Optimization exercise on an open flow, not production practice.
RTL: at most simulated, not proved equivalent.
Power: default activity.

==> flow/design.v <==
module fadder(
  input [WIDTH-1 : 0] a,
  input [WIDTH - 1 : 0] b,
  input sub_enable,
  input carry_in,
  output [WIDTH - 1 : 0] res,
  output carry_out);
  parameter WIDTH = 8;
  wire [WIDTH - 1 : 0] carry;
  wire [WIDTH - 1 : 0] b_in;
  assign carry_out = carry[WIDTH-1];
  assign b_in = sub_enable ? ~(b) : b;
  genvar i;
  generate
    for (i = 0; i < WIDTH; i = i + 1) begin
      if (i == 0) begin
        assign res[i] = (a[i] ^ b_in[i]) ^ carry_in;
        assign carry[i] = ((a[i] ^ b_in[i]) & carry_in) | (a[i] & b_in[i]);
      end else begin
        assign res[i] = (a[i] ^ b_in[i]) ^ carry[i-1];
        assign carry[i] = ((a[i] ^ b_in[i]) & carry[i-1]) | (a[i] & b_in[i]);
      end
    end
  endgenerate
endmodule
module shl8(
  input [7 : 0] a,
  input [2 : 0] shift,
  output [7 : 0] res,
  output carry);
  assign {carry, res} = (shift == 3'b000) ? {1'b0, a} :
                        (shift == 3'b001) ? {a[7 : 0], {1'b0}}:
                        (shift == 3'b010) ? {a[6 : 0], {2'b0}}:
                        (shift == 3'b011) ? {a[5 : 0], {3'b0}}:
                        (shift == 3'b100) ? {a[4 : 0], {4'b0}}:
                        (shift == 3'b101) ? {a[3 : 0], {5'b0}}:
                        (shift == 3'b110) ? {a[2 : 0], {6'b0}}:
                        {a[1 : 0], {7'b0}};
endmodule
module mul4x4(
  input [3 : 0] a,
  input [3 : 0] b,
  output [7 : 0] res);
  wire [2 : 0] shift_carry, sum_carry;
  wire [7 : 0] a0, a1, a2, a3, sum0, sum1;
  assign a0 = {4'b0, b[0] ? a : {3'b0}};
  shl8 shifta1(
    .a({4'b0, b[1] ? a : {3'b0}}),
    .shift(3'b001),
    .res(a1),
    .carry(shift_carry[0]));
  shl8 shifta2(
    .a({4'b0, b[2] ? a : {3'b0}}),
    .shift(3'b010),
    .res(a2),
    .carry(shift_carry[1]));
  shl8 shifta3(
    .a({4'b0, b[3] ? a : {3'b0}}),
    .shift(3'b011),
    .res(a3),
    .carry(shift_carry[2]));
  fadder #(.WIDTH(8)) adder1(
    .a(a0),
    .b(a1),
    .sub_enable(1'b0),
    .carry_in(1'b0),
    .res(sum0),
    .carry_out(sum_carry[0]));
  fadder #(.WIDTH(8)) adder2(
    .a(sum0),
    .b(a2),
    .sub_enable(1'b0),
    .carry_in(1'b0),
    .res(sum1),
    .carry_out(sum_carry[1]));
  fadder #(.WIDTH(8)) adder3(
    .a(sum1),
    .b(a3),
    .sub_enable(1'b0),
    .carry_in(1'b0),
    .res(res),
    .carry_out(sum_carry[2]));
endmodule
module alu(
  input [WIDTH-1 : 0] a,
  input [WIDTH-1 : 0] b,
  input mul_enable,
  input sub_enable,
  input shift_enable,
  input [2 : 0] shift_pos,
  output [WIDTH-1 : 0] result,
  output carry_out);
  parameter WIDTH = 8;
  wire [WIDTH-1 : 0] adder_res;
  wire adder_carry;
  wire [7 : 0] shift_res;
  wire shift_carry;
  wire [7: 0] mul_res;
  assign result = (mul_enable) ? mul_res :
                  (shift_enable) ? shift_res :
                  (adder_res);
  assign carry_out = (shift_enable) ? shift_carry :
                     adder_carry;
  fadder #(.WIDTH(WIDTH)) ripple_adder(
    .a(a),
    .b(b),
    .sub_enable(sub_enable),
    .carry_in(sub_enable),
    .res(adder_res),
    .carry_out(adder_carry));
  shl8 left_shift(
    .a(a),
    .shift(shift_pos),
    .res(shift_res),
    .carry(shift_carry));
  mul4x4 multiply(a[3:0], a[7:4], mul_res);
endmodule
module pcounter(
  input rst,
  input clk,
  input enable,
  input jump,
  input out_enable,
  input [ADDRESS_WIDTH-1 : 0] bus_in,
  output [ADDRESS_WIDTH-1 : 0] bus_out);
  parameter ADDRESS_WIDTH = 4;
  reg [ADDRESS_WIDTH-1 : 0] counter;
  assign bus_out = (out_enable) ? counter : 0;
  always @(posedge clk) begin
    if (rst) begin
      counter <= 0;
    end else begin
      if (enable) begin
        counter <= counter + 1;
      end else if (jump) begin
        counter <= bus_in;
      end
    end
  end
endmodule
module ram(
  input clk,
  input enable,
  input write_enable,
  input [WIDTH-1 : 0] addr,
  input [WIDTH-1 : 0] data_in,
  output [WIDTH-1 : 0] data_out);
  parameter ADDRESS_WIDTH = 4;
  parameter WIDTH = 8;
  parameter MEMORY_SIZE = 1 << ADDRESS_WIDTH;
  reg [WIDTH-1 : 0] mem [0 : MEMORY_SIZE-1];
  assign data_out = (enable) ? mem[addr] : {WIDTH{1'b0}};
  always @(posedge clk) begin
    if (write_enable) begin
      mem[addr] <= data_in;
    end
  end
endmodule
module cpu(
  input clk,
  input rst,                 
  input prog_we,             
  input [3 : 0] prog_addr,   
  input [7 : 0] prog_data,   
  input out_ready,           
  output out_valid,          
  output [7 : 0] out_data,   
  output halted);            
  localparam NOP = 4'h0, LDA = 4'h1, ADD = 4'h2, SUB = 4'h3, STA = 4'h4,
             OUT = 4'h5, JMP = 4'h6, LDI = 4'h7, JC = 4'h8, SHLA = 4'h9,
             MULA = 4'ha;
  reg [7 : 0] mem [0 : 15];
  reg [7 : 0] ir;
  reg [15 : 0] xs;
  reg [15 : 0] ps;
  reg [7 : 0] reg_a;
  reg [7 : 0] reg_b;
  reg carry;
  wire [3 : 0] op = ir[7 : 4];
  wire [3 : 0] x = ir[3 : 0];
  wire is_sta = (op == STA);
  wire is_out = (op == OUT);
  wire is_jmp = (op == JMP);
  wire is_jc = (op == JC);
  wire is_hlt = (op > MULA);
  assign halted = is_hlt;
  assign out_valid = is_out;
  assign out_data = reg_a;
  reg [7 : 0] rd_x;
  reg [7 : 0] rd_p;
  integer i;
  always @(*) begin
    rd_x = 8'd0;
    rd_p = 8'd0;
    for (i = 0; i < 16; i = i + 1) begin
      rd_x = rd_x | ({8{xs[i]}} & mem[i]);
      rd_p = rd_p | ({8{ps[i]}} & mem[i]);
    end
  end
  wire cpu_we = is_sta & ~rst;
  wire [15 : 0] pa = 16'd1 << prog_addr;
  wire [7 : 0] wd = prog_we ? prog_data : reg_a;
  always @(posedge clk) begin
    for (i = 0; i < 16; i = i + 1)
      if (prog_we ? pa[i] : (cpu_we & xs[i]))
        mem[i] <= wd;
  end
  wire [8 : 0] sum = {1'b0, reg_a} + {1'b0, rd_x};
  wire [7 : 0] diff = reg_a - rd_x;
  wire [8 : 0] shl = {1'b0, reg_a} << x[2 : 0];
  wire [7 : 0] prod = reg_a[3 : 0] * reg_a[7 : 4];
  wire [8 : 0] ab = {1'b0, reg_a} + {1'b0, reg_b};
  wire taken = is_jmp | (is_jc & carry);
  wire stall = is_hlt | (is_out & ~out_ready);
  wire fwd = is_sta & (|(xs & ps));
  wire [7 : 0] ir0 = (prog_we && prog_addr == 4'd0) ? prog_data : mem[0];
  wire [15 : 0] xs_rot = {xs[14 : 0], xs[15]};
  wire [15 : 0] ps_rot = {ps[14 : 0], ps[15]};
  wire [7 : 0] ir_n = rst ? ir0 : fwd ? reg_a : taken ? rd_x : rd_p;
  wire [7 : 0] ir_d = (rst || !stall) ? ir_n : ir;
  always @(posedge clk) begin
    ir <= ir_d;
    xs <= 16'd1 << ir_d[3 : 0];
    if (rst)
      ps <= 16'd2;
    else if (!stall)
      ps <= taken ? xs_rot : ps_rot;
  end
  always @(posedge clk) begin
    if (rst) begin
      reg_a <= 8'd0;
      reg_b <= 8'd0;
      carry <= 1'b0;
    end else begin
      case (op)
        LDA: reg_a <= rd_x;
        ADD: begin
          reg_a <= sum[7 : 0];
          reg_b <= rd_x;
          carry <= sum[8];
        end
        SUB: begin
          reg_a <= diff;
          reg_b <= rd_x;
        end
        LDI: reg_a <= {4'd0, x};
        SHLA: begin
          reg_a <= shl[7 : 0];
          carry <= shl[8];
        end
        MULA: begin
          reg_a <= prod;
          carry <= ab[8];
        end
        default: ;
      endcase
    end
  end
endmodule
==> flow/flow/run.sh <==
#!/bin/bash
# Layout flow: the standard flow (standard.sh) unchanged, except that
# ORFS's adder extraction is switched off (ADDER_MAP_FILE empty), so Yosys
# and ABC map the adders as plain logic instead of chains of fa/ha cells.
# The synthesis script, and so the registers and their names, are the
# standard ones.  make's full output goes to flow_make.log in the work
# folder; each ORFS step keeps its own log under orfs/logs.
set -euo pipefail
bash standard.sh ADDER_MAP_FILE= finish > flow_make.log 2>&1
==> flow/standard.sh <==
#!/bin/bash
# synth_recipe.tcl (not shown) runs the flow's synth.tcl, then flattens the netlist and writes it again
# the make line also repeats each setting of config.mk as NAME=value (left out here)
make -C /OpenROAD-flow-scripts/flow DESIGN_CONFIG=/design/flow/config.mk WORK_HOME=/design/flow/orfs CLKGATE_MAP_FILE= SYNTH_SCRIPT=/design/flow/synth_recipe.tcl "${@:-finish}"
==> flow/config.mk <==
export PLATFORM = sky130hd
export DESIGN_NAME = cpu
export DESIGN_NICKNAME = cpu
export VERILOG_FILES = /design/flow/design.v
export SDC_FILE = /design/flow/constraint.sdc
export NUM_CORES = 4
export LEC_CHECK = 0
export CAP_MARGIN = 20
export CORE_MARGIN = 2
export CORE_UTILIZATION = 40
export SETUP_SLACK_MARGIN = 2.0
export SLEW_MARGIN = 20
==> flow/constraint.sdc <==
create_clock -name core_clock -period 5.0 [get_ports {clk}]
set_input_delay 1.0000 -clock core_clock [delete_from_list [all_inputs] [get_ports {clk}]]
set_output_delay 1.0000 -clock core_clock [all_outputs]
set_load 0.01 [all_outputs]
==> flow_summary.toml, run 1 <==
[logic_synthesis]
synth_flop_cell = "edfxtp_1"
syn_nets = 962
synth_top_area_share_pct = 40.15
ys_warn_count = 2
yosys-top-cells-count = "edfxtp_1 (132), nand2_1 (87), nor2_1 (74), a22oi_1 (60), dfxtp_1 (53)"
syn_inst = 946
synthTopCellsByArea = "edfxtp_1 (40%), dfxtp_1 (11%), a22oi_1 (4.6%)"
yosys.cell_count.top_type = "edfxtp_1"
ys_seq_area_share_pct = 50.90
ys_ff_latch = 185
async_flop_share_pct = 0
yosysTopAreaCell = "edfxtp_1"
postSynthAreaPerCell_um2 = 10.44
synth_edf_count = 132
syn_area_um2 = 9872
ys_types = 72

[global_routing]
grt_first_pass_wirelength_mm = 49.56
grt_pass1_vias = 7949
grt_overflow = 0
grt_max_degree = 52
gr-usage-all-layers_pct = 25.53
antenna_found_initial = 0

[worst_setup_path]
end_kind = "output port"
rrSetupSlack_ps = 2090
crit_type = "register to output port"
critPathMaxFanout = 6
startpoint_type = "register"
cp.arrival_ps = 1920
cp_data_required_time_ps = 4000

[timing]
skew_ps = 9.250
setup_viol = 0
slew_headroom_pct = 41.70
timing.final.crit_share_pct = 58.34
tns_ps = 0
fmax_mhz = 342.8
final-hold-violation-count = 0
final_max_slew_viol_count = 0
fin_crit_ps = 2917
tightest_slew_ps = 865.3
rsz0062_at_grt = "true"

[cts]
cts_inserted_buffers = 17
cts_max_path_buffers = 2
htree_num_levels = 4
cts.sinks = 185
root_buffer = "clkbuf_16"
clkSlewWorstSetupHoldPaths_ps = 70
insertion_delay_ps = 440
cts_tree = "done"

[finish]
nNetsFinal = 992
antenna_cells = 0
syn_to_final_growth_pct = 16.37
utilization_pct = 47.38
multi_input_area_um2 = 4543
drive_gt1_share_pct = 17.51
fill_cells = 2284
regArea_um2 = 5094
design_area_um2 = 11490

[floorplan]
start_util_pct = 40.71
coreArea_um2 = 24250
num_rows = 57
die_h_um = 161.1
io_pins = 26
die_area_um2 = 25950
dieWidth_um = 161.1

[power_and_ir_drop]
p_leak_nw = 3.889
irDropWorstVdd_mv = 0.3305
p_per_area_nw_per_um2 = 490.6

[placement]
portBuffers = 25
dpl_cell_area_um2 = 10360
hpwl_mm = 22.87
gp_congestion = 0.9521

[route]
avgViaCountPerCell = 6.456
drtIter0Drc = 1133
ant_nets = 0
drc_errors = 0
wl_per_cell_um = 26.01
vias = 8470
routed_wl_mm = 34.12
dr.pass1.iters = 5

[outcome]
status = "finished clean"

[min_path]
hold_path_class = "register to register"

[run]
cap_violations = 0
layer usage:
metal | vias up | track usage (%) | wire length, um | share of wire [%]
met5 | - | 0 | 0 | 0
met4 | 0 | 11.53 | 1438 | 4.2
met3 | 94 | 4.956 | 2908 | 8.5
met2 | 519 | 40.13 | 15570 | 46
met1 | 4106 | 34.37 | 14210 | 42
li1 | 3751 | - | - | -
per-stage QoR:
step           hold WS, ps  std cells  total power, mW  setup WS (ps)
3_3_place_gp         495.9       1242            4.030           1395
4_1_cts              510.7       1282            5.472           2005
6_report             505.7       1312            5.637           2083
2_1_floorplan        478.6        946            3.467           2005
3_5_place_dp         499.3       1242            4.035           1300
5_1_grt              521.7       1312            5.877           1968
placed cells by master (no fill, tap or decap), types with 23 or more instances in the layout:
| cell type | Yosys | routed |
|---|---|---|
| a22o_1 | 38 | 38 |
| dfxtp_1 | 53 | 32 |
| nor2_1 | 74 | 72 |
| o21ai_0 | 36 | 36 |
| buf_4 | 9 | 64 |
| edfxtp_1 | 132 | 132 |
| clkdlybuf4s50_1 | 0 | 24 |
| a211oi_1 | 35 | 35 |
| a221oi_1 | 38 | 31 |
| a21oi_1 | 44 | 42 |
| inv_1 | 23 | 23 |
| nand2_1 | 87 | 87 |
| nand3_1 | 28 | 27 |
| a22oi_1 | 60 | 60 |
| mux2i_1 | 31 | 31 |
sequential cells by signal (all words and copies together), names as in the netlist:
register	flops
carry	1
ir	8
mem	128
ps	16
reg_a	8
reg_b	8
xs	16
final cells by class:
| type | instances | share of cell area, % |
|---|---|---|
| sequential | 185 | 44.34 |
| multi-input combinational | 656 | 39.54 |
| timing repair buffer | 93 | 6.752 |
| clock buffer | 19 | 3.768 |
| tap | 324 | 3.529 |
| clock inverter | 12 | 1.318 |
| inverter | 23 | 0.7515 |
logic make-up after synthesis:
group	after synthesis	share of synthesized area, %
buffers and inverters	106	4.968
XOR/XNOR	22	1.952
AND/OR/NAND/NOR	273	13.19
adder cells (fa/ha/maj)	6	0.6464
AO/OA/AOI/OAI	316	24.40
multiplexers	38	3.942
flip-flops	185	50.90
critical path, cell delays in order (launching register included):
cell and delay, ps:
edfxtp_1 460, nand2b_1 230, nor2_1 120, nand2_1 90
inv_1 60, clkdlybuf4s50_1 520
power by group:
part           internal, mW  leakage (nW)  switching, mW
Clock                 0.752         0.284          0.622
Combinational         0.851          1.95           1.12
Sequential             1.83          1.66          0.469
Total                  3.43          3.89           2.21
worst paths after layout:
check,endpoint,cells past startpoint,startpoint
max reg2reg,reg_a[7],10,mem[4][1]
min reg2reg,reg_b[0],2,reg_b[0]
max,out_valid,5,ir[7]
min,reg_b[0],2,reg_b[0]
repair_timing:
| action | CTS | global route |
|---|---|---|
| hold buffers | 0 | 0 |
| gates cloned | 0 | 1 |
| pin swaps | 2 | 7 |
| endpoints found under the setup margin | 26 | 23 |
| buffers inserted | 9 | 29 |
| gates resized for setup | 36 | 32 |
Testbench counts, summed over its fixed seeds: cycles 7,409.
==> inputs of run 2 (changes only) <==
==> flow/flow/run.sh (replaced) <==
#!/bin/bash
# Layout flow: the standard flow (standard.sh), with two changes:
#  - ORFS's adder extraction is off (ADDER_MAP_FILE empty), so Yosys and ABC
#    map the adders as plain logic instead of chains of fa/ha cells.  The
#    synthesis script, and so the registers and their names, are the
#    standard ones.
#  - the port buffers that placement inserts on every input and output are
#    buf_4 cells instead of the default clkdlybuf4s50_1 delay cells.
# make's full output goes to flow_make.log in the work folder; each ORFS
# step keeps its own log under orfs/logs.
set -euo pipefail
bash standard.sh ADDER_MAP_FILE= \
  "BUFFER_PORTS_ARGS=-buffer_cell sky130_fd_sc_hd__buf_4" \
  finish > flow_make.log 2>&1
--- a/flow/config.mk
+++ b/flow/config.mk
@@ -8,5 +8,6 @@
 export CAP_MARGIN = 20
 export CORE_MARGIN = 2
 export CORE_UTILIZATION = 40
+export CTS_BUF_LIST = sky130_fd_sc_hd__clkbuf_4 sky130_fd_sc_hd__clkbuf_8
 export SETUP_SLACK_MARGIN = 2.0
 export SLEW_MARGIN = 20
==> run 2 against run 1 <==
Compared with the run above: still clean; register-to-register slack worse by 30 ps; maximum frequency decreased by 0.63%; count of clock-buffer cells in the layout down 2; total power fell by 6.6%; critical endpoint is now reg_a[7].
==> flow_summary.toml, run 2 <==
[timing]
tns_ps = 0
final_max_slew_viol_count = 0
setup_viol = 0
tightest_slew_ps = 1031
timing.final.crit_share_pct = 58.71
rsz0062_at_grt = "true"
fin_crit_ps = 2936
slew_headroom_pct = 30.54
skew_ps = 19.44
fmax_mhz = 340.6
hold-worst-slack_ps = 509.4
final-hold-violation-count = 0

[worst_setup_path]
crit_type = "register to register"
end_kind = "register"
rrSetupSlack_ps = 2060
critPathMaxFanout = 8
r2r_start = "mem[0][1]"
cp.arrival_ps = 3300
reg2regPathDepth = 10
cp_data_required_time_ps = 5370
r2r_end = "reg_a[7]"
startpoint_type = "register"

[power_and_ir_drop]
clkPwrFrac_pct = 19.0
combPwrFrac_pct = 37.6
intPower_mw = 3.044
p_switching_mw = 2.219
p_leak_nw = 3.798
p_per_area_nw_per_um2 = 470.1
swShare_pct = 42.16
p_seq_share_pct = 43.4
irDropWorstVdd_mv = 0.2044

[logic_synthesis]
synth_edf_count = 132
yosysTopAreaCell = "edfxtp_1"
syn_area_um2 = 9872
ys_warn_count = 2
ys_seq_area_share_pct = 50.90
ys_types = 72
ys_ff_latch = 185
synth_top_area_share_pct = 40.15
synthTopCellsByArea = "edfxtp_1 (40%), dfxtp_1 (11%), a22oi_1 (4.6%)"
syn_inst = 946
synth_flop_cell = "edfxtp_1"
yosys-top-cells-count = "edfxtp_1 (132), nand2_1 (87), nor2_1 (74), a22oi_1 (60), dfxtp_1 (53)"
yosys.cell_count.top_type = "edfxtp_1"
postSynthAreaPerCell_um2 = 10.44
syn_nets = 962
async_flop_share_pct = 0

[route]
drc_errors = 0
vias = 8438
avgViaCountPerCell = 6.466
drtIter0Drc = 1216
routed_wl_mm = 34.18
dr.pass1.iters = 7
wl_per_cell_um = 26.19
ant_nets = 0

[finish]
largest-register = "mem"
syn_to_final_growth_pct = 13.41
final_common_cell = "edfxtp_1"
multi_input_area_um2 = 4534
top_regs = "mem (128), ps (16), xs (16)"
largest_register_ffs = 128
fill_cells = 2266
antenna_cells = 0
regArea_um2 = 5092
drive_gt1_share_pct = 19.67
nNetsFinal = 985
mostFrequentLayoutCells = "edfxtp_1 (132), nand2_1 (87), buf_4 (81)"

[cts]
htree_num_levels = 4
cts_tree = "done"
cts_max_path_buffers = 2
insertion_delay_ps = 470
clkSlewWorstSetupHoldPaths_ps = 110
cts_inserted_buffers = 17
root_buffer = "clkbuf_8"
cts.sinks = 185
cts-hold-fix-buffers = 0

[placement]
portBuffers = 25
hpwl_mm = 22.97
gp_congestion = 0.9803

[global_routing]
gr-usage-all-layers_pct = 25.48
grt_overflow = 0
antenna_found_initial = 1
grt_first_pass_wirelength_mm = 49.50
grt_max_degree = 53
grt_pass1_vias = 7713

[min_path]
worstHoldPathCells = 2
holdPathEnd = "reg_b[0]"
hp-start = "reg_b[0]"
hold_path_class = "register to register"

[floorplan]
die_h_um = 161.1
coreArea_um2 = 24250
start_util_pct = 40.71
die_area_um2 = 25950
dieWidth_um = 161.1
io_pins = 26
num_rows = 57

[outcome]
status = "finished clean"

[run]
cap_violations = 0
## run 2: cell counts after synthesis
No cell type changed its count.
## run 2: metrics by stage
stage          area, um2  worst slack, ps  util [%]  cells  power (mW)
2_1_floorplan       9877             2005         -    946       3.467
3_3_place_gp       10280             1413     42.40   1239       4.021
3_5_place_dp       10280             1356     42.40   1239       4.027
4_1_cts            10790             1898     44.50   1277       5.051
5_1_grt            11200             1924     46.17   1305       5.498
6_report           11200             2064     46.17   1305       5.263
## run 2: kinds of logic (layout without fill, tap and decap cells)
kind of cell / Yosys count / in the layout / share of synthesized area, %
DFF: 185 / 185 / 50.90
buffers and inverters: 106 / 140 / 4.968
xor gates and xnor gates: 22 / 22 / 1.952
adders and majority gates: 6 / 6 / 0.6464
muxes: 38 / 38 / 3.942
and+or+nand+nor: 273 / 274 / 13.19
AOI/OAI and AO/OA: 316 / 316 / 24.40
## run 2: critical path: stages (launching register included)
cell and delay [ps]:
edfxtp_1 490, a22o_1 260, a221oi_2 270, and4_4 390
a211o_1 190, a31o_1 200, o31a_1 220, a21oi_2 100
or4_1 530, nand4_1 120, a21oi_2 60
## run 2: worst max path at each step
stage / startpoint / endpoint / slack [ps] / depth (start not counted)
6_report: mem[0][1] / reg_a[7] / 2060 / 10
3_3_place_gp: prog_we / xs[0] / 1410 / 6
5_1_grt: mem[0][1] / carry / 1920 / 10
4_1_cts: reg_a[2] / reg_a[5] / 1900 / 10
2_1_floorplan: prog_we / xs[7] / 2000 / 7
3_5_place_dp: prog_we / xs[12] / 1360 / 6
## run 2: final cells by class
class | instances | area share (%)
Multi-Input combinational cell | 656 | 40.50
Timing Repair Buffer | 86 | 6.124
Inverter | 23 | 0.7711
Clock inverter | 14 | 1.408
Sequential cell | 185 | 45.49
Clock buffer | 17 | 2.090
Tap cell | 324 | 3.621
## run 2: power groups by stage
stage	clock network, mW	registers (mW)	logic (mW)
after global placement	0	2.29	1.73
after floorplan	0	1.92	1.55
final	1.00	2.28	1.98
after CTS	1.01	2.26	1.79
after global routing	1.07	2.29	2.14
after detailed placement	0	2.29	1.74
## run 2: layer usage
metal / track usage (%) / up-vias / wire length [um]
met1: 34.03 / 4068 / 13980
met2: 40.46 / 525 / 15530
met4: 11.16 / 2 / 1491
li1: - / 3717 / -
met3: 5.008 / 126 / 3159
met5: 0 / - / 13
## run 2: repair_timing
item / CTS / global route
buffers inserted: 7 / 27
pin swaps: 2 / 15
cloned: 0 / 1
setup endpoints to repair: 23 / 21
gates resized for setup: 34 / 35
==> inputs of run 3 (changes only) <==
--- a/flow/design.v
+++ b/flow/design.v
@@ -208,7 +208,10 @@
   wire [8 : 0] sum = {1'b0, reg_a} + {1'b0, rd_x};
   wire [7 : 0] diff = reg_a - rd_x;
   wire [8 : 0] shl = {1'b0, reg_a} << x[2 : 0];
-  wire [7 : 0] prod = reg_a[3 : 0] * reg_a[7 : 4];
+  wire [3 : 0] lo = reg_a[3 : 0];
+  wire [3 : 0] hi = reg_a[7 : 4];
+  wire [7 : 0] prod = {4'd0, hi[0] ? lo : 4'd0} + {3'd0, hi[1] ? lo : 4'd0, 1'b0} +
+                      {2'd0, hi[2] ? lo : 4'd0, 2'b0} + {1'd0, hi[3] ? lo : 4'd0, 3'b0};
   wire [8 : 0] ab = {1'b0, reg_a} + {1'b0, reg_b};
   wire taken = is_jmp | (is_jc & carry);
   wire stall = is_hlt | (is_out & ~out_ready);
==> run 3 against run 2 <==
Compared with the run above: still clean; global-route usage increased by 0.88 points; clock power about the same; non-clock buffer count decreased by 27; sequential power about the same; total power decreased by 5.0%; routed wire length decreased by 1.2%; clock skew decreased by 9.3 ps; die area decreased by 2.5%; critical path depth unchanged; area after synthesis decreased by 2.5%; sequential share of layout area increased by 2.1 points; critical endpoint unchanged; highest routed layer is now met4.
==> flow_summary.toml, run 3 <==
[global_routing]
grt_pass1_vias = 7632
grt_overflow = 0
grt_first_pass_wirelength_mm = 49.82
antenna_found_initial = 0
gr-usage-all-layers_pct = 26.36
grt_max_degree = 50

[finish]
drive_gt1_share_pct = 16.31
fill_cells = 2247
nNetsFinal = 935
top_regs = "mem (128), ps (16), xs (16)"
fin_cells = 1251
design_area_um2 = 10630
final_common_cell = "edfxtp_1"
largest-register = "mem"
antenna_cells = 0
syn_to_final_growth_pct = 10.47
largest_register_ffs = 128
mostFrequentLayoutCells = "edfxtp_1 (132), nor2_1 (76), nand2_1 (67)"

[logic_synthesis]
synth_top_area_share_pct = 41.19
yosys.cell_count.top_type = "edfxtp_1"
yosysTopAreaCell = "edfxtp_1"
ys_seq_area_share_pct = 52.22
synth_edf_count = 132
ys_ff_latch = 185
synth_flop_cell = "edfxtp_1"
synthTopCellsByArea = "edfxtp_1 (41%), dfxtp_1 (11%), a22oi_1 (5.1%)"
syn_inst = 923
syn_nets = 939
postSynthAreaPerCell_um2 = 10.43
ys_types = 63
ys_warn_count = 2
async_flop_share_pct = 0
yosys-top-cells-count = "edfxtp_1 (132), nor2_1 (77), nand2_1 (67), a22oi_1 (65), clkbuf_1 (58)"
syn_area_um2 = 9623

[timing]
rsz0062_at_grt = "true"
final_max_slew_viol_count = 0
hold-worst-slack_ps = 510.4
setup_viol = 0
fmax_mhz = 327.9
final-hold-violation-count = 0
fin_crit_ps = 3050
timing.final.crit_share_pct = 60.99
tightest_slew_ps = 1160
slew_headroom_pct = 21.84
skew_ps = 10.16
tns_ps = 0

[worst_setup_path]
cp.arrival_ps = 3450
cp_data_required_time_ps = 5400
crit_type = "register to register"
critPathMaxStageDelay_ps = 590
cp_common_cell = "maj3_2"
rrSetupSlack_ps = 1950
worst_path_max_delay_cell = "dfxtp_2"
critPathMaxFanout = 11
cp_cell_sequence = "a22o_1 -> a221oi_1 -> and4_4 -> a211o_1 -> a22oi_2 -> o31ai_4 -> maj3_2 -> maj3_2 -> a2111o_1 -> a311oi_2"
end_kind = "register"
startpoint_type = "register"

[floorplan]
dieWidth_um = 159.1
io_pins = 26
coreArea_um2 = 23540
die_area_um2 = 25310
start_util_pct = 40.87
die_h_um = 159.1
num_rows = 56

[route]
avgViaCountPerCell = 6.624
routed_wl_mm = 33.78
drtIter0Drc = 1598
ant_nets = 0
dr.pass1.iters = 7
drc_errors = 0
vias = 8286
wl_per_cell_um = 27.00

[cts]
cts_max_path_buffers = 2
insertion_delay_ps = 490
root_buffer = "clkbuf_8"
cts_tree = "done"
cts-hold-fix-buffers = 0
htree_num_levels = 4
cts_inserted_buffers = 17
clkSlewWorstSetupHoldPaths_ps = 100
cts.sinks = 185

[power_and_ir_drop]
p_leak_nw = 3.470
p_per_area_nw_per_um2 = 470.4
p_seq_share_pct = 45.8
swShare_pct = 41.82
intPower_mw = 2.909
p_switching_mw = 2.091
combPwrFrac_pct = 34.4
clkPwrFrac_pct = 19.8
irDropWorstVdd_mv = 0.1774
p_total_mw = 5.001

[placement]
dp_cells = 1211
portBuffers = 25
dpl_cell_area_um2 = 10070
hpwl_mm = 22.57
gp_congestion = 0.9731

[min_path]
hold_path_class = "register to register"

[outcome]
status = "finished clean"

[run]
cap_violations = 0
## run 3: logic make-up after synthesis
kind of cell | after synthesis | synth area share (%)
XOR/XNOR | 29 | 2.639
multiplexers | 40 | 4.278
flip-flops | 185 | 52.22
buffers and inverters | 103 | 4.525
AO/OA/AOI/OAI | 311 | 23.60
AND/OR/NAND/NOR | 250 | 12.18
adder cells (fa/ha/maj) | 5 | 0.5591
## run 3: path summary, 6_finish.rpt
kind	start	end	depth (start not counted)
worst max-delay path	xs[6]	reg_a[7]	10
worst min-delay path	reg_b[7]	reg_b[7]	2
worst max register to register	xs[6]	reg_a[7]	10
worst min register to register	reg_b[7]	reg_b[7]	2
## run 3: area by class of cell
| class | count | area [um2] | area share [%] |
|---|---|---|---|
| Sequential cell | 185 | 5062 | 47.62 |
| Multi-Input combinational cell | 635 | 4247 | 39.95 |
| Timing Repair Buffer | 59 | 455.4 | 4.284 |
| Tap cell | 319 | 399.1 | 3.755 |
| Clock buffer | 17 | 234.0 | 2.201 |
| Clock inverter | 15 | 153.9 | 1.448 |
| Inverter | 21 | 78.83 | 0.7415 |
## run 3: power groups by stage
stage          Combinational, mW  Clock, mW  Sequential [mW]
2_1_floorplan               1.40          0             1.91
3_3_place_gp                1.61          0             2.27
3_5_place_dp                1.61          0             2.27
4_1_cts                     1.63      0.999             2.25
5_1_grt                     1.88       1.07             2.29
6_report                    1.72      0.989             2.29
## run 3: timing repair
item,in CTS,in global routing
resized for setup,28,17
setup endpoints to repair,24,22
setup buffers,4,4
pin swaps,1,2
## run 3: per-layer routing
metal  routed length [um]  part of all wire [%]  track usage, %  vias up
met5                    0                     0               0        -
met4                 1448                   4.3           11.40        0
met3                 4042                    12           6.304      132
met2                14350                    42           38.16      646
met1                13940                    41           37.63     3937
li1                     -                     -               -     3571
## run 3: critical path, delay by kind of cell, from the launching register on
family	cells	cell delay (ps)
and+or+nand+nor	1	220
AOI/OAI and AO/OA	7	1480
adders and majority gates	2	690
DFF	1	590
## run 3: metrics by stage
step | setup WS [ps] | util, %
after global routing | 1849 | 45.15
after detailed placement | 1635 | 42.78
after CTS | 1974 | 44.82
final | 1950 | 45.15
after global placement | 1675 | 42.78
after floorplan | 2138 | -
Testbench counts of run 3, summed over its fixed seeds: cycles 7,409.
==> inputs of run 4 (changes only) <==
--- a/flow/config.mk
+++ b/flow/config.mk
@@ -7,7 +7,7 @@
 export LEC_CHECK = 0
 export CAP_MARGIN = 20
 export CORE_MARGIN = 2
-export CORE_UTILIZATION = 40
+export CORE_UTILIZATION = 60
 export CTS_BUF_LIST = sky130_fd_sc_hd__clkbuf_4 sky130_fd_sc_hd__clkbuf_8
 export SETUP_SLACK_MARGIN = 2.0
 export SLEW_MARGIN = 20
==> run 4 against run 3 <==
Compared with the run above: die area is 33% lower; routed wire length down 0.92%; critical path depth fell by 1; worst hold slack better by 11 ps; area after synthesis unchanged; count of clock-buffer cells in the layout is the same; register-to-register slack gained 70 ps; sequential power decreased by 3%; still clean; clock skew is 3.8 ps higher; final area hardly changed.
==> flow_summary.toml, run 4 <==
[outcome]
status = "finished clean"

[power_and_ir_drop]
p_per_area_nw_per_um2 = 473.5
irDropWorstVdd_mv = 0.2517
p_leak_nw = 3.525

[worst_setup_path]
cp_top_family = "compound AO/OA/AOI/OAI gates"
critPathMaxFanout = 11
cp_common_cell = "a221oi_1"
critPathMaxStageDelay_ps = 550
worst_path_max_delay_cell = "and4_1"
cp_cell_sequence = "a22o_1 -> a221oi_1 -> and4_1 -> nand2b_1 -> o21ai_0 -> a211o_1 -> xor2_1 -> a221oi_1 -> a311oi_1"
cp.arrival_ps = 3320
crit_type = "register to register"
critPathBufInv = 0
cp_data_required_time_ps = 5340
startpoint_type = "register"
end_kind = "register"

[cts]
cts_tree = "done"
insertion_delay_ps = 470
cts_max_path_buffers = 2
cts.sinks = 185
htree_num_levels = 4
cts_inserted_buffers = 17
root_buffer = "clkbuf_8"
clkSlewWorstSetupHoldPaths_ps = 110

[route]
drc_errors = 0
avgViaCountPerCell = 7.433
dr.pass1.iters = 9
routed_wl_mm = 33.47
ant_nets = 0
drtIter0Drc = 1420
vias = 8615
wl_per_cell_um = 28.87

[logic_synthesis]
synth_flop_cell = "edfxtp_1"
synth_top_family_by_area = "compound AO/OA/AOI/OAI gates"
yosys-top-cells-count = "edfxtp_1 (132), nor2_1 (77), nand2_1 (67), a22oi_1 (65), clkbuf_1 (58)"
synth_edf_count = 132
synthXorXnorAreaFrac_pct = 2.639
synthTopCellsByArea = "edfxtp_1 (41%), dfxtp_1 (11%), a22oi_1 (5.1%)"
ys_seq_area_share_pct = 52.22
syn_nets = 939
yosys-mux-area-fraction_pct = 4.278
synthSimpleGateAreaFrac_pct = 12.18
postSynthAreaPerCell_um2 = 10.43
syn_area_um2 = 9623
synth_top_area_share_pct = 41.19
yosys.cell_count.top_type = "edfxtp_1"
synth_compound_area_share_pct = 23.60
ys_warn_count = 2
async_flop_share_pct = 0
synthAdderAreaFrac_pct = 0.5591
ys_ff_latch = 185
yosysTopAreaCell = "edfxtp_1"
ys_types = 63
syn_inst = 923

[floorplan]
die_area_um2 = 17070
die_h_um = 130.6
num_rows = 46
coreArea_um2 = 15770
dieWidth_um = 130.6
start_util_pct = 61.02
io_pins = 26

[finish]
mostFrequentLayoutCells = "edfxtp_1 (132), nor2_1 (75), buf_4 (68)"
syn_to_final_growth_pct = 10.49
final_common_cell = "edfxtp_1"
fill_cells = 1219
antenna_cells = 0
largest_register_ffs = 128
top_regs = "mem (128), ps (16), xs (16)"
drive_gt1_share_pct = 17.50
largest-register = "mem"
nNetsFinal = 946

[timing]
tightest_slew_ps = 1181
final_max_slew_viol_count = 0
tns_ps = 0
fin_crit_ps = 2980
skew_ps = 13.93
timing.final.crit_share_pct = 59.61
final-hold-violation-count = 0
rsz0062_at_grt = "true"
setup_viol = 0
slew_headroom_pct = 20.75
fmax_mhz = 335.5
hold-worst-slack_ps = 521.4

[global_routing]
antenna_found_initial = 0
grt_overflow = 0
grt_pass1_vias = 7814
grt_max_degree = 50
grt_first_pass_wirelength_mm = 48.14
gr-usage-all-layers_pct = 39.42

[min_path]
hold_path_class = "register to register"

[run]
cap_violations = 0

[placement]
hpwl_mm = 21.94
gp_congestion = 1.123
portBuffers = 25
run 4: cell count changes in the layout (fill, tap and decap cells not counted), moves of 3 or more:
cell,previous run,this run
o21ai_2,0,3
o21ai_0,38,35
inv_8,5,2
dfxtp_4,4,12
buf_4,58,68
dfxtp_2,18,9
run 4: logic make-up after synthesis:
family	Yosys count
fa+ha+maj	5
simple gates	250
xor+xnor	29
flops	185
mux	40
compound gates	311
buf+inv	103
run 4: worst reg2reg max path, delay by kind of cell (launching register included):
kind,cells,cell delay (ps)
compound gates,6,1400
xor+xnor,1,160
flops,1,440
simple gates,2,830
run 4: through the flow:
| step | power (mW) | instance area (um2) | setup WS, ps | util [%] | cells |
|---|---|---|---|---|---|
| after floorplan | 3.310 | 9633 | 2138 | - | 923 |
| after global placement | 3.830 | 9958 | 1486 | 63.15 | 1110 |
| after detailed placement | 3.863 | 9962 | 1433 | 63.17 | 1110 |
| after CTS | 4.828 | 10470 | 1987 | 66.36 | 1146 |
| after global routing | 5.210 | 10630 | 1915 | 67.42 | 1159 |
| final | 5.035 | 10630 | 2020 | 67.42 | 1159 |
run 4: where the power goes:
group,internal (mW),switching (mW),leakage (nW)
Sequential,1.82,0.406,1.66
Combinational,0.741,1.11,1.68
Clock,0.370,0.588,0.190
Total,2.93,2.11,3.52
run 4: what timing repair did:
action	4_1_cts	5_1_grt
cloned	0	1
resized for setup	35	21
pin swaps	1	3
setup buffers	4	12
hold buffers	0	0
endpoints found under the setup margin	24	22
run 4: layout make-up:
cell class	count	area, um2	share of cell area (%)
clock buffers	17	234.0	2.201
clock inverters	15	152.6	1.436
inverters	21	78.83	0.7414
multi-input cells	636	4285	40.30
flip-flops and latches	185	5081	47.79
well taps	216	270.3	2.542
repair buffers	69	530.5	4.989
run 4: per-layer routing:
layer  up-vias  wire length, um  track usage [%]
met5         -                0                0
met4         0             2137            20.21
met3       218             4988            13.88
met2       811            13840            55.70
met1      3994            12500            53.90
li1       3592                -                -
run 4: worst paths after layout:
kind	to	slack, ps	start	cells after the start
max	reg_a[6]	2020	xs[8]	9
min	reg_b[7]	520	reg_b[7]	2
min reg2reg	reg_b[7]	520	reg_b[7]	2
max reg2reg	reg_a[6]	2020	xs[8]	9
==> inputs of run 5 (changes only) <==
--- a/flow/config.mk
+++ b/flow/config.mk
@@ -7,7 +7,7 @@
 export LEC_CHECK = 0
 export CAP_MARGIN = 20
 export CORE_MARGIN = 2
-export CORE_UTILIZATION = 60
+export CORE_UTILIZATION = 70
 export CTS_BUF_LIST = sky130_fd_sc_hd__clkbuf_4 sky130_fd_sc_hd__clkbuf_8
 export SETUP_SLACK_MARGIN = 2.0
 export SLEW_MARGIN = 20
==> run 5 against run 4 <==
Compared with the run above: critical path type unchanged; highest routed layer unchanged; register-to-register slack about the same; worst hold slack got worse by 5.9 ps; combinational power fell by 5%.
==> flow_summary.toml, run 5 <==
[global_routing]
grt_overflow = 0
grt_first_pass_wirelength_mm = 47.59
grt_max_degree = 50
grt_pass1_vias = 8046
gr-usage-all-layers_pct = 44.87
antenna_found_initial = 0

[route]
met1Wirelength_mm = 11.08
drtIter0Drc = 1918
routed_wl_mm = 32.50
routed-wl-met3_mm = 5.531
dr.pass1.iters = 7
met2WireLength_mm = 13.61
ant_nets = 0
vias = 8644
avgViaCountPerCell = 7.830
highest_layer = "met4"
drc_errors = 0
wl_per_cell_um = 29.44

[floorplan]
io_pins = 26
start_util_pct = 72.09
dieWidth_um = 121.3
coreArea_um2 = 13350
die_h_um = 121.3
die_area_um2 = 14700
num_rows = 42

[worst_setup_path]
critPathBufInv = 0
cp_data_required_time_ps = 5350
end_kind = "register"
cp_cell_sequence = "a22o_1 -> a221oi_1 -> and4_4 -> a211oi_2 -> o31ai_2 -> nand3_1 -> a211o_1 -> xor2_1 -> a221oi_1 -> a311oi_1"
critPathMaxStageDelay_ps = 480
cp_common_cell = "a221oi_1"
startpoint_type = "register"
crit_type = "register to register"
critPathMaxFanout = 5
cp.arrival_ps = 3340
cp_top_family = "compound AO/OA/AOI/OAI gates"
worst_path_max_delay_cell = "edfxtp_1"

[logic_synthesis]
synth_edf_count = 132
synthAdderAreaFrac_pct = 0.5591
yosys-top-cells-count = "edfxtp_1 (132), nor2_1 (77), nand2_1 (67), a22oi_1 (65), clkbuf_1 (58)"
ys_ff_latch = 185
synth_top_family_by_area = "compound AO/OA/AOI/OAI gates"
ys_warn_count = 2
ys_types = 63
synthXorXnorAreaFrac_pct = 2.639
synth_compound_area_share_pct = 23.60
synth_flop_cell = "edfxtp_1"
syn_area_um2 = 9623
ys_seq_area_share_pct = 52.22
yosysTopAreaCell = "edfxtp_1"
synthSimpleGateAreaFrac_pct = 12.18
synth_top_area_share_pct = 41.19
yosys.cell_count.top_type = "edfxtp_1"
yosys-mux-area-fraction_pct = 4.278
postSynthAreaPerCell_um2 = 10.43
syn_inst = 923
syn_nets = 939
synthTopCellsByArea = "edfxtp_1 (41%), dfxtp_1 (11%), a22oi_1 (5.1%)"
async_flop_share_pct = 0

[finish]
regArea_um2 = 5076
top_regs = "mem (128), ps (16), xs (16)"
largest_register_ffs = 128
fill_cells = 847
drive_gt1_share_pct = 16.92
largest-register = "mem"
mostFrequentLayoutCells = "edfxtp_1 (132), nor2_1 (76), nand2_1 (67)"
multi_input_area_um2 = 4288
syn_to_final_growth_pct = 8.608
nNetsFinal = 932
final_common_cell = "edfxtp_1"
antenna_cells = 0

[placement]
place_ws_ps = 1618
portBuffers = 25
gp_congestion = 1.057
hpwl_mm = 21.40

[cts]
cts-hold-fix-buffers = 0
cts.sinks = 185
cts_max_path_buffers = 2
cts_tree = "done"
cts_inserted_buffers = 17
insertion_delay_ps = 480
clkSlewWorstSetupHoldPaths_ps = 100
root_buffer = "clkbuf_8"
htree_num_levels = 4

[timing]
final_max_slew_viol_count = 0
tns_ps = 0
timing.final.crit_share_pct = 59.84
setup_ws_ps = 2008
rsz0062_at_grt = "true"
slew_headroom_pct = 22.54
setup_viol = 0
tightest_slew_ps = 1154
final-hold-violation-count = 0
skew_ps = 14.71
fmax_mhz = 334.2
fin_crit_ps = 2992

[run]
cap_violations = 0

[power_and_ir_drop]
p_leak_nw = 3.455
p_per_area_nw_per_um2 = 474.9
irDropWorstVdd_mv = 0.2848

[min_path]
hold_path_class = "register to register"

[outcome]
status = "finished clean"
run 5: cell counts after synthesis:
No cell type changed its count.
run 5: metal layers:
metal	up-vias	global-route usage, %
met2	862	62.92
met4	0	24.86
met5	-	0
met3	234	16.73
li1	3555	-
met1	3993	60.31
run 5: path summary, 6_finish.rpt:
kind	startpoint	endpoint	slack (ps)	depth (start not counted)
worst max-delay path	mem[0][0]	reg_a[6]	2010	10
worst min-delay path	reg_b[7]	reg_b[7]	520	2
worst max register to register	mem[0][0]	reg_a[6]	2010	10
worst min register to register	reg_b[7]	reg_b[7]	520	2
run 5: repair_timing:
action                                 CTS  global route
setup buffers                            4             7
setup endpoints to repair               24            21
resized for setup                       29            28
pin swaps                                1             7
endpoints found under the hold margin    0             0
run 5: area by class of cell:
class                      count  share of cell area (%)
clock buffer                  17                   2.239
multi-input combinational    635                   41.03
timing repair buffer          56                   4.214
tap                          176                   2.107
clock inverter                14                   1.089
sequential                   185                   48.57
inverter                      21                  0.7542
run 5: through the flow:
step,hold WS (ps),util [%],total power [mW],instance area [um2],std cells
global placement,491.0,73.73,3.797,9841,1061
floorplan,478.6,-,3.310,9633,923
detailed placement,505.6,73.96,3.859,9872,1062
finish,515.5,78.30,4.963,10450,1104
CTS,519.4,77.17,4.762,10300,1097
global route,561.5,78.30,5.118,10450,1104
run 5: worst min-delay path, cell delays in order, from the launching register on:
cell and delay, ps:
dfxtp_1 330, nor2_1 100, a211oi_1 50
run 5: kinds of logic (layout without fill, tap and decap cells):
kind of cell               count (synthesis)  in the layout
xor gates and xnor gates                  29             29
DFF                                      185            185
AOI/OAI and AO/OA                        311            311
buffers and inverters                    103            108
adders and majority gates                  5              5
muxes                                     40             40
and+or+nand+nor                          250            250
run 5: where the power goes:
part,switching [mW],total (mW),internal [mW]
clock network,0.558,0.910,0.352
logic,1.03,1.75,0.718
registers,0.481,2.30,1.82
total,2.07,4.96,2.89
==> inputs of run 6 (changes only) <==
--- a/flow/config.mk
+++ b/flow/config.mk
@@ -7,7 +7,7 @@
 export LEC_CHECK = 0
 export CAP_MARGIN = 20
 export CORE_MARGIN = 2
-export CORE_UTILIZATION = 70
+export CORE_UTILIZATION = 80
 export CTS_BUF_LIST = sky130_fd_sc_hd__clkbuf_4 sky130_fd_sc_hd__clkbuf_8
 export SETUP_SLACK_MARGIN = 2.0
 export SLEW_MARGIN = 20
==> run 6 against run 5 <==
Compared with the run above: worst setup slack got worse by 100 ps; flip-flop and latch count unchanged; combinational power up 5%; routed wire length up 4.3%; non-clock buffer count up 8; final cell count decreased by 1.7%; area after synthesis did not move; total power rose by 2.4%; first-iteration DRC count increased by 30%; register-to-register slack got worse by 100 ps; critical endpoint unchanged; largest power group unchanged; highest routed layer is now met5.
==> flow_summary.toml, run 6 <==
[run]
cap_violations = 0

[timing]
fin_crit_ps = 3096
tightest_slew_ps = 1333
skew_ps = 16.16
slew_headroom_pct = 10.55
final-hold-violation-count = 0
final_max_slew_viol_count = 0
rsz0062_at_grt = "false"
setup_ws_ps = 1904
timing.final.crit_share_pct = 61.91
setup_viol = 0
tns_ps = 0
hold-worst-slack_ps = 507.7
fmax_mhz = 323.0

[finish]
antenna_cells = 0
final_common_cell = "edfxtp_1"
design_area_um2 = 10510
drive_gt1_share_pct = 17.59
regArea_um2 = 5085
largest_register_ffs = 128
syn_to_final_growth_pct = 9.245
largest-register = "mem"
nNetsFinal = 941
utilization_pct = 88.63
top_regs = "mem (128), ps (16), xs (16)"
fill_cells = 522
multi_input_area_um2 = 4303
mostFrequentLayoutCells = "edfxtp_1 (132), nor2_1 (74), nand2_1 (67)"

[route]
drtIter0Drc = 2495
drc_errors = 0
met1Wirelength_mm = 10.53
routed_wl_mm = 33.90
highest_layer = "met5"
routed-wl-met3_mm = 6.455
met2WireLength_mm = 13.57
wl_per_cell_um = 31.24
vias = 9212
ant_nets = 0
avgViaCountPerCell = 8.490
dr.pass1.iters = 17

[cts]
cts.sinks = 185
clkSlewWorstSetupHoldPaths_ps = 90
htree_num_levels = 4
cts-hold-fix-buffers = 0
insertion_delay_ps = 480
cts_inserted_buffers = 17
cts_tree = "done"
root_buffer = "clkbuf_8"
cts_max_path_buffers = 2

[floorplan]
dieWidth_um = 113.7
start_util_pct = 81.13
die_area_um2 = 12920
io_pins = 26
die_h_um = 113.7
num_rows = 40
coreArea_um2 = 11860

[logic_synthesis]
syn_nets = 939
syn_area_um2 = 9623
yosysTopAreaCell = "edfxtp_1"
async_flop_share_pct = 0
ys_warn_count = 2
postSynthAreaPerCell_um2 = 10.43
ys_ff_latch = 185
yosys-top-cells-count = "edfxtp_1 (132), nor2_1 (77), nand2_1 (67), a22oi_1 (65), clkbuf_1 (58)"
synth_top_area_share_pct = 41.19
yosys.cell_count.top_type = "edfxtp_1"
synth_flop_cell = "edfxtp_1"
synth_edf_count = 132
syn_inst = 923
ys_seq_area_share_pct = 52.22
ys_types = 63
synthTopCellsByArea = "edfxtp_1 (41%), dfxtp_1 (11%), a22oi_1 (5.1%)"

[min_path]
worstHoldPathCells = 2
hold_path_class = "register to register"
holdPathEnd = "reg_b[0]"
hp-start = "reg_b[0]"

[global_routing]
antenna_found_initial = 0
gr-usage-all-layers_pct = 51.48
grt_overflow = 0
grt_max_degree = 50
grt_pass1_vias = 8317
grt_first_pass_wirelength_mm = 48.47

[worst_setup_path]
crit_type = "register to register"
reg2regPathDepth = 11
end_kind = "register"
cp.arrival_ps = 3430
startpoint_type = "register"
r2r_end = "reg_a[6]"
critPathMaxStageDelay_ps = 450
r2r_start = "mem[1][0]"
cp_data_required_time_ps = 5340
cp_cell_sequence = "a22o_4 -> a221oi_1 -> and4_4 -> a211oi_2 -> o31ai_2 -> buf_4 -> a31oi_1 -> a211o_1 -> xor2_1 -> a221oi_2 -> a311oi_1"
critPathMaxFanout = 5
rrSetupSlack_ps = 1900
worst_path_max_delay_cell = "edfxtp_1"

[outcome]
status = "finished clean"

[power_and_ir_drop]
p_per_area_nw_per_um2 = 483.4
p_leak_nw = 3.489
irDropWorstVdd_mv = 0.4247

[placement]
hpwl_mm = 21.03
gp_congestion = 1.146
place_ws_ps = 1458
dpl_cell_area_um2 = 9816
portBuffers = 25
-- run 6: final cells by class --
type | instances | area share [%]
Clock buffer | 18 | 2.297
Timing Repair Buffer | 64 | 4.689
Multi-Input combinational cell | 636 | 40.93
Tap cell | 147 | 1.750
Clock inverter | 14 | 1.214
Inverter | 21 | 0.7498
Sequential cell | 185 | 48.37
-- run 6: report_power, final --
part	internal, mW	leakage [nW]	switching (mW)
combinational	0.733	1.66	1.11
sequential	1.82	1.66	0.477
clock	0.400	0.174	0.545
total	2.95	3.49	2.13
-- run 6: repair_timing --
action	4_1_cts	5_1_grt
setup endpoints to repair	24	22
gates cloned	1	0
resized for setup	29	32
pin swaps	1	8
buffers inserted	1	18
-- run 6: cells by family (layout without fill, tap and decap cells) --
kind of cell / count (synthesis) / count (layout) / synth area share [%]
buffers and inverters: 103 / 117 / 4.525
flip-flops: 185 / 185 / 52.22
AO/OA/AOI/OAI: 311 / 312 / 23.60
XOR/XNOR: 29 / 29 / 2.639
AND/OR/NAND/NOR: 250 / 250 / 12.18
adder cells (fa/ha/maj): 5 / 5 / 0.5591
multiplexers: 40 / 40 / 4.278
-- run 6: how the worst max path moves through the flow --
| stage | startpoint | end | slack, ps | cells after the start |
|---|---|---|---|---|
| after floorplan | prog_we | xs[7] | 2140 | 7 |
| after global placement | ps[4] | xs[14] | 1710 | 9 |
| after detailed placement | ps[4] | xs[5] | 1460 | 10 |
| after CTS | ps[4] | xs[5] | 1950 | 10 |
| after global routing | mem[1][0] | carry | 1900 | 11 |
| final | mem[1][0] | reg_a[6] | 1900 | 11 |
-- run 6: critical path: cells and delay by family, from the launching register on --
kind	cells	cell delay (ps)
AO/OA/AOI/OAI	8	1790
AND/OR/NAND/NOR	1	360
flip-flops	1	450
buffers and inverters	1	180
XOR/XNOR	1	180
-- run 6: per-stage QoR --
| step | cells | total power [mW] |
|---|---|---|
| 2_1_floorplan | 923 | 3.310 |
| 3_3_place_gp | 1031 | 3.725 |
| 3_5_place_dp | 1033 | 3.809 |
| 4_1_cts | 1067 | 4.743 |
| 5_1_grt | 1085 | 5.186 |
| 6_report | 1085 | 5.082 |
-- run 6: per-layer routing --
metal / vias up / GRT usage (%)
li1: 3582 / -
met3: 407 / 23.59
met5: - / 0.3922
met4: 4 / 30.00
met2: 1147 / 72.65
met1: 4072 / 65.73
==> inputs of run 7 (changes only) <==
--- a/flow/config.mk
+++ b/flow/config.mk
@@ -7,7 +7,7 @@
 export LEC_CHECK = 0
 export CAP_MARGIN = 20
 export CORE_MARGIN = 2
-export CORE_UTILIZATION = 80
+export CORE_UTILIZATION = 70
 export CTS_BUF_LIST = sky130_fd_sc_hd__clkbuf_4 sky130_fd_sc_hd__clkbuf_8
-export SETUP_SLACK_MARGIN = 2.0
+export SETUP_SLACK_MARGIN = 2.1
 export SLEW_MARGIN = 20
==> run 7 against run 6 <==
Compared with the run above: still clean on timing, DRC and antenna; via count shrank 1.7%; clock power shrank 2.5%; non-clock buffer count grew 26; global-route usage shrank 6.4 points; sequential share of layout area shrank 1.1 points; routed wire length grew 1.9%; largest cell class unchanged.
==> flow_summary.toml, run 7 <==
[outcome]
status = "finished clean"

[timing]
final_max_slew_viol_count = 0
fin_crit_ps = 3031
setup_ws_ps = 1969
tightest_slew_ps = 1193
tns_ps = 0
rsz0062_at_grt = "true"
fmax_mhz = 329.9
setup_viol = 0
final-hold-violation-count = 0
slew_headroom_pct = 19.95
skew_ps = 15.41
timing.final.crit_share_pct = 60.62

[global_routing]
grt_max_degree = 50
grt_first_pass_wirelength_mm = 47.82
grt_overflow = 0
gr-usage-all-layers_pct = 45.09
grt_pass1_vias = 8069
antenna_found_initial = 0

[logic_synthesis]
async_flop_share_pct = 0
synthTopCellsByArea = "edfxtp_1 (41%), dfxtp_1 (11%), a22oi_1 (5.1%)"
syn_area_um2 = 9623
yosysTopAreaCell = "edfxtp_1"
syn_inst = 923
synth_edf_count = 132
synth_top_area_share_pct = 41.19
ys_warn_count = 2
yosys-top-cells-count = "edfxtp_1 (132), nor2_1 (77), nand2_1 (67), a22oi_1 (65), clkbuf_1 (58)"
ys_types = 63
ys_seq_area_share_pct = 52.22
syn_nets = 939
yosys.cell_count.top_type = "edfxtp_1"
postSynthAreaPerCell_um2 = 10.43
synth_flop_cell = "edfxtp_1"
ys_ff_latch = 185

[worst_setup_path]
cp_data_required_time_ps = 5380
cp_top_family = "compound AO/OA/AOI/OAI gates"
cp.arrival_ps = 3410
endpoint = "xs[14]"
critPathMaxStageDelay_ps = 600
reg2regPathDepth = 10
crit_type = "register to register"
end_kind = "register"
crit_cells = 10
worst_path_max_delay_cell = "dfxtp_1"
r2r_end = "xs[14]"
r2r_start = "ps[2]"
critPathMaxFanout = 11
startpoint_type = "register"
critical_path.startpoint = "ps[2]"
critPathBufInv = 0
rrSetupSlack_ps = 1970
cp_cell_sequence = "a22o_1 -> a221oi_1 -> nand3_1 -> nor3_1 -> a21oi_1 -> a21oi_1 -> a211oi_1 -> a21oi_2 -> nand2b_1 -> nor3_1"

[floorplan]
num_rows = 42
start_util_pct = 72.09
die_h_um = 121.3
io_pins = 26
dieWidth_um = 121.3
coreArea_um2 = 13350
die_area_um2 = 14700

[placement]
hpwl_mm = 21.40
gp_congestion = 1.057
place_ws_ps = 1618
portBuffers = 25

[min_path]
hold_path_class = "register to register"

[finish]
nNetsFinal = 966
top_regs = "mem (128), ps (16), xs (16)"
syn_to_final_growth_pct = 12.10
fill_cells = 776
drive_gt1_share_pct = 20.69
mostFrequentLayoutCells = "edfxtp_1 (132), buf_4 (86), nor2_1 (75)"
largest-register = "mem"
final_common_cell = "edfxtp_1"
antenna_cells = 0
largest_register_ffs = 128

[power_and_ir_drop]
p_leak_nw = 3.655
p_per_area_nw_per_um2 = 476.4
irDropWorstVdd_mv = 0.2773

[route]
dr.pass1.iters = 12
drc_errors = 0
wl_per_cell_um = 30.34
ant_nets = 0
avgViaCountPerCell = 7.953
routed_wl_mm = 34.53
drtIter0Drc = 2380
vias = 9051

[cts]
cts-hold-fix-buffers = 0
htree_num_levels = 4
clkSlewWorstSetupHoldPaths_ps = 100
insertion_delay_ps = 490
cts_max_path_buffers = 2
root_buffer = "clkbuf_8"
cts_tree = "done"
cts.sinks = 185
cts_inserted_buffers = 17

[run]
cap_violations = 0
[run 7: cell counts after synthesis]
Identical to the previous run, type by type.
[run 7: layer usage]
metal	GRT usage, %	up-vias	part of all wire [%]
li1	-	3630	-
met1	60.05	4134	34
met2	63.59	973	41
met3	17.11	314	17
met4	25.07	0	8.1
met5	0	-	0
[run 7: kinds of logic after synthesis]
logic type,count (synthesis),share of synthesized area [%]
XOR/XNOR,29,2.639
AO/OA/AOI/OAI,311,23.60
adder cells (fa/ha/maj),5,0.5591
multiplexers,40,4.278
flip-flops,185,52.22
AND/OR/NAND/NOR,250,12.18
buffers and inverters,103,4.525
[run 7: repair_timing]
item                                    CTS  global route
gates resized for setup                  34            46
endpoints found under the setup margin   26            23
buffers inserted                          9            36
pin swaps                                 2            17
gates cloned                              0             0
[run 7: worst min path at each step]
stage,from,endpoint,slack (ps),depth (start not counted)
detailed placement,reg_b[7],reg_b[7],510,2
global route,reg_b[5],reg_b[5],560,2
floorplan,reg_b[0],reg_b[0],480,2
finish,reg_b[7],reg_b[7],530,2
CTS,reg_b[7],reg_b[7],520,2
global placement,reg_b[7],reg_b[7],490,2
[run 7: worst reg2reg max path, stage by stage (launching register included)]
cell and delay, ps:
dfxtp_1 600, a22o_1 330, a221oi_1 270, nand3_1 120
nor3_1 390, a21oi_1 120, a21oi_1 170, a211oi_1 110
a21oi_2 370, nand2b_1 190, nor3_1 260
[run 7: metrics by stage]
stage / cells / hold slack (ps) / cell area [um2] / util, % / power (mW)
final: 1138 / 526.7 / 10790 / 80.82 / 5.140
after global routing: 1138 / 561.6 / 10790 / 80.82 / 5.270
after CTS: 1102 / 519.4 / 10350 / 77.55 / 4.792
after detailed placement: 1062 / 505.6 / 9872 / 73.96 / 3.859
after global placement: 1061 / 491.0 / 9841 / 73.73 / 3.797
after floorplan: 923 / 478.6 / 9633 / - / 3.310
[run 7: power breakdown]
| group | switching [mW] | leakage (nW) | total, mW | internal [mW] |
|---|---|---|---|---|
| registers | 0.480 | 1.66 | 2.30 | 1.82 |
| clock network | 0.569 | 0.174 | 0.921 | 0.352 |
| logic | 1.13 | 1.82 | 1.92 | 0.785 |
[run 7: cell type report]
cell class | count | area, um2 | area share [%]
clock inverters | 14 | 113.9 | 1.055
inverters | 21 | 78.83 | 0.7307
repair buffers | 90 | 696.9 | 6.460
well taps | 176 | 220.2 | 2.041
multi-input cells | 635 | 4344 | 40.27
flip-flops and latches | 185 | 5100 | 47.27
clock buffers | 17 | 234.0 | 2.169
==> inputs of run 8 (changes only) <==
--- a/flow/design.v
+++ b/flow/design.v
@@ -176,6 +176,10 @@
   reg [7 : 0] reg_a;
   reg [7 : 0] reg_b;
   reg carry;
+  reg rs;
+  reg w0;
+  reg valid_q;
+  reg halted_q;
   wire [3 : 0] op = ir[7 : 4];
   wire [3 : 0] x = ir[3 : 0];
   wire is_sta = (op == STA);
@@ -183,8 +187,8 @@
   wire is_jmp = (op == JMP);
   wire is_jc = (op == JC);
   wire is_hlt = (op > MULA);
-  assign halted = is_hlt;
-  assign out_valid = is_out;
+  assign halted = halted_q;
+  assign out_valid = valid_q;
   assign out_data = reg_a;
   reg [7 : 0] rd_x;
   reg [7 : 0] rd_p;
@@ -197,33 +201,34 @@
       rd_p = rd_p | ({8{ps[i]}} & mem[i]);
     end
   end
-  wire cpu_we = is_sta & ~rst;
+  wire cpu_we = is_sta & ~rs;
   wire [15 : 0] pa = 16'd1 << prog_addr;
   wire [7 : 0] wd = prog_we ? prog_data : reg_a;
   always @(posedge clk) begin
     for (i = 0; i < 16; i = i + 1)
-      if (prog_we ? pa[i] : (cpu_we & xs[i]))
+      if ((prog_we & pa[i]) | (cpu_we & xs[i]))
         mem[i] <= wd;
   end
   wire [8 : 0] sum = {1'b0, reg_a} + {1'b0, rd_x};
   wire [7 : 0] diff = reg_a - rd_x;
   wire [8 : 0] shl = {1'b0, reg_a} << x[2 : 0];
-  wire [3 : 0] lo = reg_a[3 : 0];
-  wire [3 : 0] hi = reg_a[7 : 4];
-  wire [7 : 0] prod = {4'd0, hi[0] ? lo : 4'd0} + {3'd0, hi[1] ? lo : 4'd0, 1'b0} +
-                      {2'd0, hi[2] ? lo : 4'd0, 2'b0} + {1'd0, hi[3] ? lo : 4'd0, 3'b0};
+  wire [7 : 0] prod = reg_a[3 : 0] * reg_a[7 : 4];
   wire [8 : 0] ab = {1'b0, reg_a} + {1'b0, reg_b};
   wire taken = is_jmp | (is_jc & carry);
-  wire stall = is_hlt | (is_out & ~out_ready);
+  wire stall = halted_q | (valid_q & ~out_ready) | (rs & is_sta) | w0;
   wire fwd = is_sta & (|(xs & ps));
-  wire [7 : 0] ir0 = (prog_we && prog_addr == 4'd0) ? prog_data : mem[0];
   wire [15 : 0] xs_rot = {xs[14 : 0], xs[15]};
   wire [15 : 0] ps_rot = {ps[14 : 0], ps[15]};
-  wire [7 : 0] ir_n = rst ? ir0 : fwd ? reg_a : taken ? rd_x : rd_p;
-  wire [7 : 0] ir_d = (rst || !stall) ? ir_n : ir;
-  always @(posedge clk) begin
+  wire [7 : 0] ir_n = fwd ? reg_a : taken ? rd_x : rd_p;
+  wire [7 : 0] ir_d = (rst || w0) ? mem[0] : stall ? ir : ir_n;
+  always @(posedge clk) begin
+    rs <= rst;
+    w0 <= rst & prog_we & (prog_addr == 4'd0);
+    valid_q <= (ir_d[7 : 4] == OUT) & ~(rst & prog_we & (prog_addr == 4'd0));
+    halted_q <= (ir_d[7 : 4] > MULA) & ~(rst & prog_we & (prog_addr == 4'd0));
     ir <= ir_d;
-    xs <= 16'd1 << ir_d[3 : 0];
+    xs <= (rst || w0) ? (16'd1 << mem[0][3 : 0]) :
+          stall ? (16'd1 << ir[3 : 0]) : (16'd1 << ir_n[3 : 0]);
     if (rst)
       ps <= 16'd2;
     else if (!stall)
@@ -234,7 +239,7 @@
       reg_a <= 8'd0;
       reg_b <= 8'd0;
       carry <= 1'b0;
-    end else begin
+    end else if (!w0) begin
       case (op)
         LDA: reg_a <= rd_x;
         ADD: begin
--- a/flow/config.mk
+++ b/flow/config.mk
@@ -7,7 +7,7 @@
 export LEC_CHECK = 0
 export CAP_MARGIN = 20
 export CORE_MARGIN = 2
-export CORE_UTILIZATION = 70
+export CORE_UTILIZATION = 40
 export CTS_BUF_LIST = sky130_fd_sc_hd__clkbuf_4 sky130_fd_sc_hd__clkbuf_8
-export SETUP_SLACK_MARGIN = 2.1
+export SETUP_SLACK_MARGIN = 2.0
 export SLEW_MARGIN = 20
==> run 8 against run 7 <==
Compared with the run above: critical path type unchanged; first-iteration DRC count is 47% lower; critical endpoint is now carry; synthesized cell count is 2.8% higher; register-to-register slack worse by 150 ps; area after synthesis is 1.5% higher; maximum frequency is 4.8% lower; total power is 41% higher; worst hold slack worse by 7.5 ps; sequential share of layout area is 0.87 points lower; sequential power is 19% higher; routed wire length is 2.5% higher; count of clock-buffer cells in the layout stayed put.
==> flow_summary.toml, run 8 <==
[outcome]
status = "finished clean"

[finish]
antenna_cells = 0
largest_register_ffs = 128
largest-register = "mem"
final_common_cell = "edfxtp_1"
fin_cells = 1314
mostFrequentLayoutCells = "edfxtp_1 (132), nand2_1 (99), buf_4 (83)"
design_area_um2 = 11140
nNetsFinal = 993
top_regs = "mem (128), ps (16), xs (16)"
drive_gt1_share_pct = 18.89
syn_to_final_growth_pct = 14.02

[floorplan]
die_area_um2 = 25680
dieWidth_um = 160.3
io_pins = 26
coreArea_um2 = 24180
num_rows = 57
die_h_um = 160.3
start_util_pct = 40.40

[power_and_ir_drop]
p_leak_nw = 3.720
irDropWorstVdd_mv = 0.2957
swShare_pct = 47.01
intPower_mw = 3.833
combPwrFrac_pct = 48.2
p_seq_share_pct = 37.8
clkPwrFrac_pct = 14.0
p_per_area_nw_per_um2 = 649.6
p_total_mw = 7.234
p_switching_mw = 3.401

[timing]
fin_crit_ps = 3183
final-hold-violation-count = 0
setup_ws_ps = 1817
fmax_mhz = 314.2
timing.final.crit_share_pct = 63.66
tns_ps = 0
hold-worst-slack_ps = 519.2
setup_viol = 0
tightest_slew_ps = 1006
rsz0062_at_grt = "true"
slew_headroom_pct = 32.66
skew_ps = 20.17
final_max_slew_viol_count = 0

[cts]
cts_inserted_buffers = 17
root_buffer = "clkbuf_8"
cts_max_path_buffers = 2
cts-hold-fix-buffers = 0
htree_num_levels = 4
insertion_delay_ps = 480
cts_tree = "done"

[worst_setup_path]
cp_data_required_time_ps = 5370
reg2regPathDepth = 11
r2r_end = "carry"
crit_cells = 11
critPathBufInv = 0
worst_path_max_delay_cell = "edfxtp_1"
critPathMaxFanout = 4
rrSetupSlack_ps = 1820
cp_cell_sequence = "a22o_1 -> a221oi_1 -> and4_4 -> a211oi_4 -> o311ai_4 -> a31oi_4 -> maj3_2 -> maj3_2 -> maj3_2 -> o31ai_2 -> a21oi_1"
cp_top_family = "compound AO/OA/AOI/OAI gates"
end_kind = "register"
cp.arrival_ps = 3550
r2r_start = "mem[5][0]"
critPathMaxStageDelay_ps = 440

[logic_synthesis]
postSynthAreaPerCell_um2 = 10.29
syn_nets = 965
async_flop_share_pct = 0
synth_flop_cell = "edfxtp_1"
syn_area_um2 = 9767
ys_warn_count = 2
yosys.cell_count.top_type = "edfxtp_1"
synth_top_area_share_pct = 40.58
yosys-top-cells-count = "edfxtp_1 (132), nand2_1 (100), nor2_1 (78), a22oi_1 (67), o21ai_0 (58)"
synth_edf_count = 132
ys_ff_latch = 189
syn_inst = 949
ys_seq_area_share_pct = 52.27
yosysTopAreaCell = "edfxtp_1"
ys_types = 63

[min_path]
hp-start = "reg_b[0]"
holdPathEnd = "reg_b[0]"
hold_path_class = "register to register"
worstHoldPathCells = 2

[route]
drtIter0Drc = 1262
avgViaCountPerCell = 6.574
dr.pass1.iters = 6
drc_errors = 0
vias = 8638
ant_nets = 0
wl_per_cell_um = 26.94
routed_wl_mm = 35.40

[global_routing]
grt_max_degree = 45
grt_pass1_vias = 7936
grt_first_pass_wirelength_mm = 51.78
grt_overflow = 0
gr-usage-all-layers_pct = 27.23
antenna_found_initial = 0

[placement]
dpl_cell_area_um2 = 10320
hpwl_mm = 23.64
gp_congestion = 0.9882
portBuffers = 25
place_ws_ps = 1393

[run]
cap_violations = 0
[run 8: repair_timing]
action                                  in CTS  in global routing
endpoints found under the setup margin      22                 27
gates resized for setup                     39                 26
buffers inserted                             8                 21
pin swaps                                    4                 15
hold endpoints to repair                     0                  0
gates cloned                                 0                  0
[run 8: logic make-up after synthesis]
group           after synthesis  synth area share, %
mux                          33                3.715
buf+inv                      91                3.754
xor+xnor                     23                2.062
fa+ha+maj                     6               0.6533
compound gates              339                25.19
simple gates                268                12.36
flops                       189                52.27
[run 8: worst max-delay path by stage]
stage	endpoint	from	slack [ps]
after detailed placement	carry	xs[3]	1390
after global routing	carry	mem[5][0]	1800
after global placement	carry	xs[1]	1440
after floorplan	carry	xs[11]	2000
after CTS	carry	mem[0][0]	1930
final	carry	mem[5][0]	1820
[run 8: power by group through the flow]
stage | Combinational, mW | Sequential, mW | Clock (mW)
floorplan | 2.56 | 2.10 | 0
global placement | 3.04 | 2.67 | 0
detailed placement | 3.06 | 2.66 | 0
CTS | 3.24 | 2.65 | 1.02
global route | 3.75 | 2.73 | 1.09
finish | 3.49 | 2.74 | 1.01
[run 8: metal layers]
| metal | up-vias | wire length, um | track usage (%) |
|---|---|---|---|
| li1 | 3740 | - | - |
| met1 | 4104 | 14530 | 37.72 |
| met2 | 669 | 15060 | 39.87 |
| met3 | 125 | 4048 | 6.961 |
| met4 | 0 | 1768 | 13.02 |
| met5 | - | 0 | 0 |
[run 8: area by class of cell]
class / instances / area [um2]
inverter: 13 / 48.80
tap: 324 / 405.4
sequential: 189 / 5167
clock inverter: 15 / 160.2
fill: 2242 / 13040
clock buffer: 17 / 234.0
multi-input combinational: 669 / 4431
timing repair buffer: 87 / 689.4
[run 8: worst register-to-register path, stage by stage, from the launching register on]
cell,delay (ps)
edfxtp_1,440
a22o_1,260
a221oi_1,240
and4_4,360
a211oi_4,80
o311ai_4,350
a31oi_4,130
maj3_2,320
maj3_2,290
maj3_2,300
o31ai_2,230
a21oi_1,90
Testbench counts of run 8, summed over its fixed seeds: cycles 7,420.
